What follows belongs to an exercise in optimizing a design on an open flow for small area and a short achievable clock period; a production flow would make more cautious choices.
Only simulation tests tie the RTL to the original design; equivalence was not proved.
Power figures rest on the tool's default switching activity, not on a simulated workload.

Design lc4_processor, start of the top module:
module lc4_processor
   (input  wire        clk,
    input  wire        rst,
    input  wire        gwe,
    output wire [15:0] o_cur_pc,
    input  wire [15:0] i_cur_insn,
    output wire [15:0] o_dmem_addr,
    input  wire [15:0] i_cur_dmem_data,
    output wire        o_dmem_we,
    output wire [15:0] o_dmem_towrite,
    output wire [1:0]  test_stall,
    output wire [15:0] test_cur_pc,
    output wire [15:0] test_cur_insn,
    output wire        test_regfile_we,
    output wire [2:0]  test_regfile_wsel,
    output wire [15:0] test_regfile_data,
    output wire        test_nzp_we,
    output wire [2:0]  test_nzp_new_bits,
    output wire        test_dmem_we,
    output wire [15:0] test_dmem_addr,
    output wire [15:0] test_dmem_data);
   wire        branch_stall;
   wire [15:0] next_pc;
   wire [15:0] pc;
   Nbit_reg #(16, 16'h8200) pc_reg (.in(next_pc), .out(pc), .clk(clk), .we(1'b1), .gwe(gwe), .rst(rst));
   assign o_cur_pc = pc;
   wire [15:0] d_pc, d_raw;
   wire        d_stall;
   Nbit_reg #(16, 16'h8200) d_pc_reg    (.in(pc),           .out(d_pc),    .clk(clk), .we(1'b1), .gwe(gwe), .rst(rst));
   Nbit_reg #(7, 7'h00)     d_rawh_reg  (.in(i_cur_insn[15:9]), .out(d_raw[15:9]), .clk(clk), .we(1'b1), .gwe(gwe), .rst(rst));
   Nbit_reg_nr #(9)         d_rawl_reg  (.in(i_cur_insn[8:0]),  .out(d_raw[8:0]),  .clk(clk), .gwe(gwe));
   Nbit_reg #(1, 1'b1)      d_stall_reg (.in(branch_stall), .out(d_stall), .clk(clk), .we(1'b1), .gwe(gwe), .rst(rst));
   wire [2:0] d_r1sel, d_r2sel;
   lc4_decoder dec_d (.insn(d_raw), .r1sel(d_r1sel), .r2sel(d_r2sel), .wsel(),
                      .regfile_we(), .nzp_we(), .is_load(), .is_store());
   wire [15:0] x_pc, x_raw;
   wire        x_stall;
   wire [2:0]  x_r1sel, x_r2sel;
   Nbit_reg #(16, 16'h8200) x_pc_reg    (.in(d_pc),                   .out(x_pc),    .clk(clk), .we(1'b1), .gwe(gwe), .rst(rst));
   Nbit_reg #(7, 7'h00)     x_rawh_reg  (.in(d_raw[15:9]), .out(x_raw[15:9]), .clk(clk), .we(1'b1), .gwe(gwe), .rst(rst));
   Nbit_reg_nr #(9)         x_rawl_reg  (.in(d_raw[8:0]),  .out(x_raw[8:0]),  .clk(clk), .gwe(gwe));
   Nbit_reg #(1, 1'b1)      x_stall_reg (.in(branch_stall | d_stall), .out(x_stall), .clk(clk), .we(1'b1), .gwe(gwe), .rst(rst));
  ...
export LEC_CHECK = 0
export ABC_AREA = 1
export CAP_MARGIN = 20
export CORE_MARGIN = 2
export CORE_UTILIZATION = 40
export CTS_BUF_LIST = sky130_fd_sc_hd__clkbuf_8
export SLEW_MARGIN = 20
create_clock -name core_clock -period 40.0 [get_ports {clk}]
standard.sh (not shown) runs the stock make flow with config.mk's settings and CLKGATE_MAP_FILE= SYNTH_SCRIPT=/design/flow/synth_recipe.tcl, a recipe that flattens the netlist after the stock synthesis.
==> flow/flow/run.sh <==
#!/bin/bash
set -eo pipefail
cd "$(dirname "$0")/.."
export BUFFER_PORTS_ARGS="-buffer_cell sky130_fd_sc_hd__buf_1"
SETUP_SLACK_MARGIN=27 bash standard.sh cts > standard_cts.log 2>&1
bash standard.sh > standard.log 2>&1
The first run finished clean.
Then changed:
==> flow/run.sh (new file) <==
#!/bin/bash
# synth_recipe.tcl (not shown) runs the flow's synth.tcl, then flattens the netlist and writes it again
# the make line also repeats each setting of config.mk as NAME=value (left out here)
make -C /OpenROAD-flow-scripts/flow DESIGN_CONFIG=/design/flow/config.mk WORK_HOME=/design/flow/orfs CLKGATE_MAP_FILE= SYNTH_SCRIPT=/design/flow/synth_recipe.tcl finish
--- a/flow/config.mk
+++ b/flow/config.mk
@@ -12 +11,0 @@
-export CTS_BUF_LIST = sky130_fd_sc_hd__clkbuf_8
removed: flow/flow/run.sh
removed: flow/standard.sh
=>
- power goes down by 3.1%
- clock-buffer cell count fell by 11
- setup slack got worse by 3.3 ns
- routed wire length decreases by 0.49%
Then changed:
==> flow/flow/run.sh (new file) <==
#!/bin/bash
set -eo pipefail
cd "$(dirname "$0")/.."
export BUFFER_PORTS_ARGS="-buffer_cell sky130_fd_sc_hd__buf_1"
SETUP_SLACK_MARGIN=27 bash standard.sh cts > standard_cts.log 2>&1
bash standard.sh > standard.log 2>&1
==> flow/standard.sh (new file) <==
#!/bin/bash
# synth_recipe.tcl (not shown) runs the flow's synth.tcl, then flattens the netlist and writes it again
# the make line also repeats each setting of config.mk as NAME=value (left out here)
make -C /OpenROAD-flow-scripts/flow DESIGN_CONFIG=/design/flow/config.mk WORK_HOME=/design/flow/orfs CLKGATE_MAP_FILE= SYNTH_SCRIPT=/design/flow/synth_recipe.tcl "${@:-finish}"
--- a/flow/config.mk
+++ b/flow/config.mk
@@ -11,0 +12 @@
+export CTS_BUF_LIST = sky130_fd_sc_hd__clkbuf_8
@@ -12,0 +14 @@
+export TNS_END_PERCENT = 5
removed: flow/run.sh
The new run passed the timing, design-rule and antenna checks. Total power climbs by 1.6%. Sequential share of layout area rose by 0.24 points. Count of clock-buffer cells in the layout came out higher by 11.
Then changed:
--- a/flow/flow/run.sh
+++ b/flow/flow/run.sh
@@ -5 +5 @@
-SETUP_SLACK_MARGIN=27 bash standard.sh cts > standard_cts.log 2>&1
+SETUP_SLACK_MARGIN=29 bash standard.sh cts > standard_cts.log 2>&1
--- a/flow/config.mk
+++ b/flow/config.mk
@@ -14 +13,0 @@
-export TNS_END_PERCENT = 5
Outcome: Sequential power stays flat. First-iteration DRC count goes up by 10%. Die area stays the same. Register-to-register slack gains 1.1 ns. Global-route usage is higher by 1.5 points.
Then changed:
==> flow/flow/run.sh (replaced) <==
#!/bin/bash
set -eo pipefail
cd "$(dirname "$0")/.."
SETUP_SLACK_MARGIN=27 bash standard.sh cts > standard_cts.log 2>&1
bash standard.sh > standard.log 2>&1
--- a/flow/config.mk
+++ b/flow/config.mk
@@ -12 +11,0 @@
-export CTS_BUF_LIST = sky130_fd_sc_hd__clkbuf_8
- The changed run went through all stages and came out clean
- first-iteration DRC count drops by 12%
- non-clock buffer count goes down by 190
- clock-buffer cell count drops by 9
- power went down by 17%
- register-to-register slack degrades by 0.65 ns
Then changed:
==> flow/flow/run.sh (replaced) <==
#!/bin/bash
set -eo pipefail
cd "$(dirname "$0")/.."
export BUFFER_PORTS_ARGS="-buffer_cell sky130_fd_sc_hd__buf_1"
SETUP_SLACK_MARGIN=27.6 bash standard.sh cts > standard_cts.log 2>&1
bash standard.sh > standard.log 2>&1
--- a/flow/config.mk
+++ b/flow/config.mk
@@ -11,0 +12 @@
+export CTS_BUF_LIST = sky130_fd_sc_hd__clkbuf_8
Effect: Cell area came out higher by 0.44%. Utilization came out higher by 0.21 points. Via count came out higher by 1.5%. Die area does not change. Power came out higher by 6.4%. Fmax came out higher by 3.9%.

static timing again, ports no longer ideal:
Ports are ideal in the flow. The routed layouts listed here were re-timed in OpenROAD. Step 1 sets driving cells, clkbuf_16 on the clock port and buf_2 on the other inputs (assumed; they add their load-dependent delay and slew). Step 2, shift: input delay + t, output delay - t, t = (earliest + latest rising clock arrival at the registers) / 2. This alone moves slack from input paths to output paths. Slacks: ideal ports / drivers / drivers and shift; pairs: ideal ports / drivers.
run | t, ns | setup slack, ns | worst register clock-pin slew, ns
the first run | 0.677 | 26.595 / 26.595 / 26.595 | 0.07 / 0.07
the second run | 0.594 | 23.326 / 23.326 / 23.326 | 0.07 / 0.07
the third run | 0.671 | 26.170 / 26.170 / 26.170 | 0.07 / 0.07
the fourth run | 0.680 | 27.280 / 27.280 / 27.280 | 0.08 / 0.08
the fifth run | 0.593 | 26.634 / 26.634 / 26.634 | 0.07 / 0.07
the sixth run | 0.672 | 27.134 / 27.134 / 27.134 | 0.07 / 0.07
After both steps setup and hold are still met in every run listed.
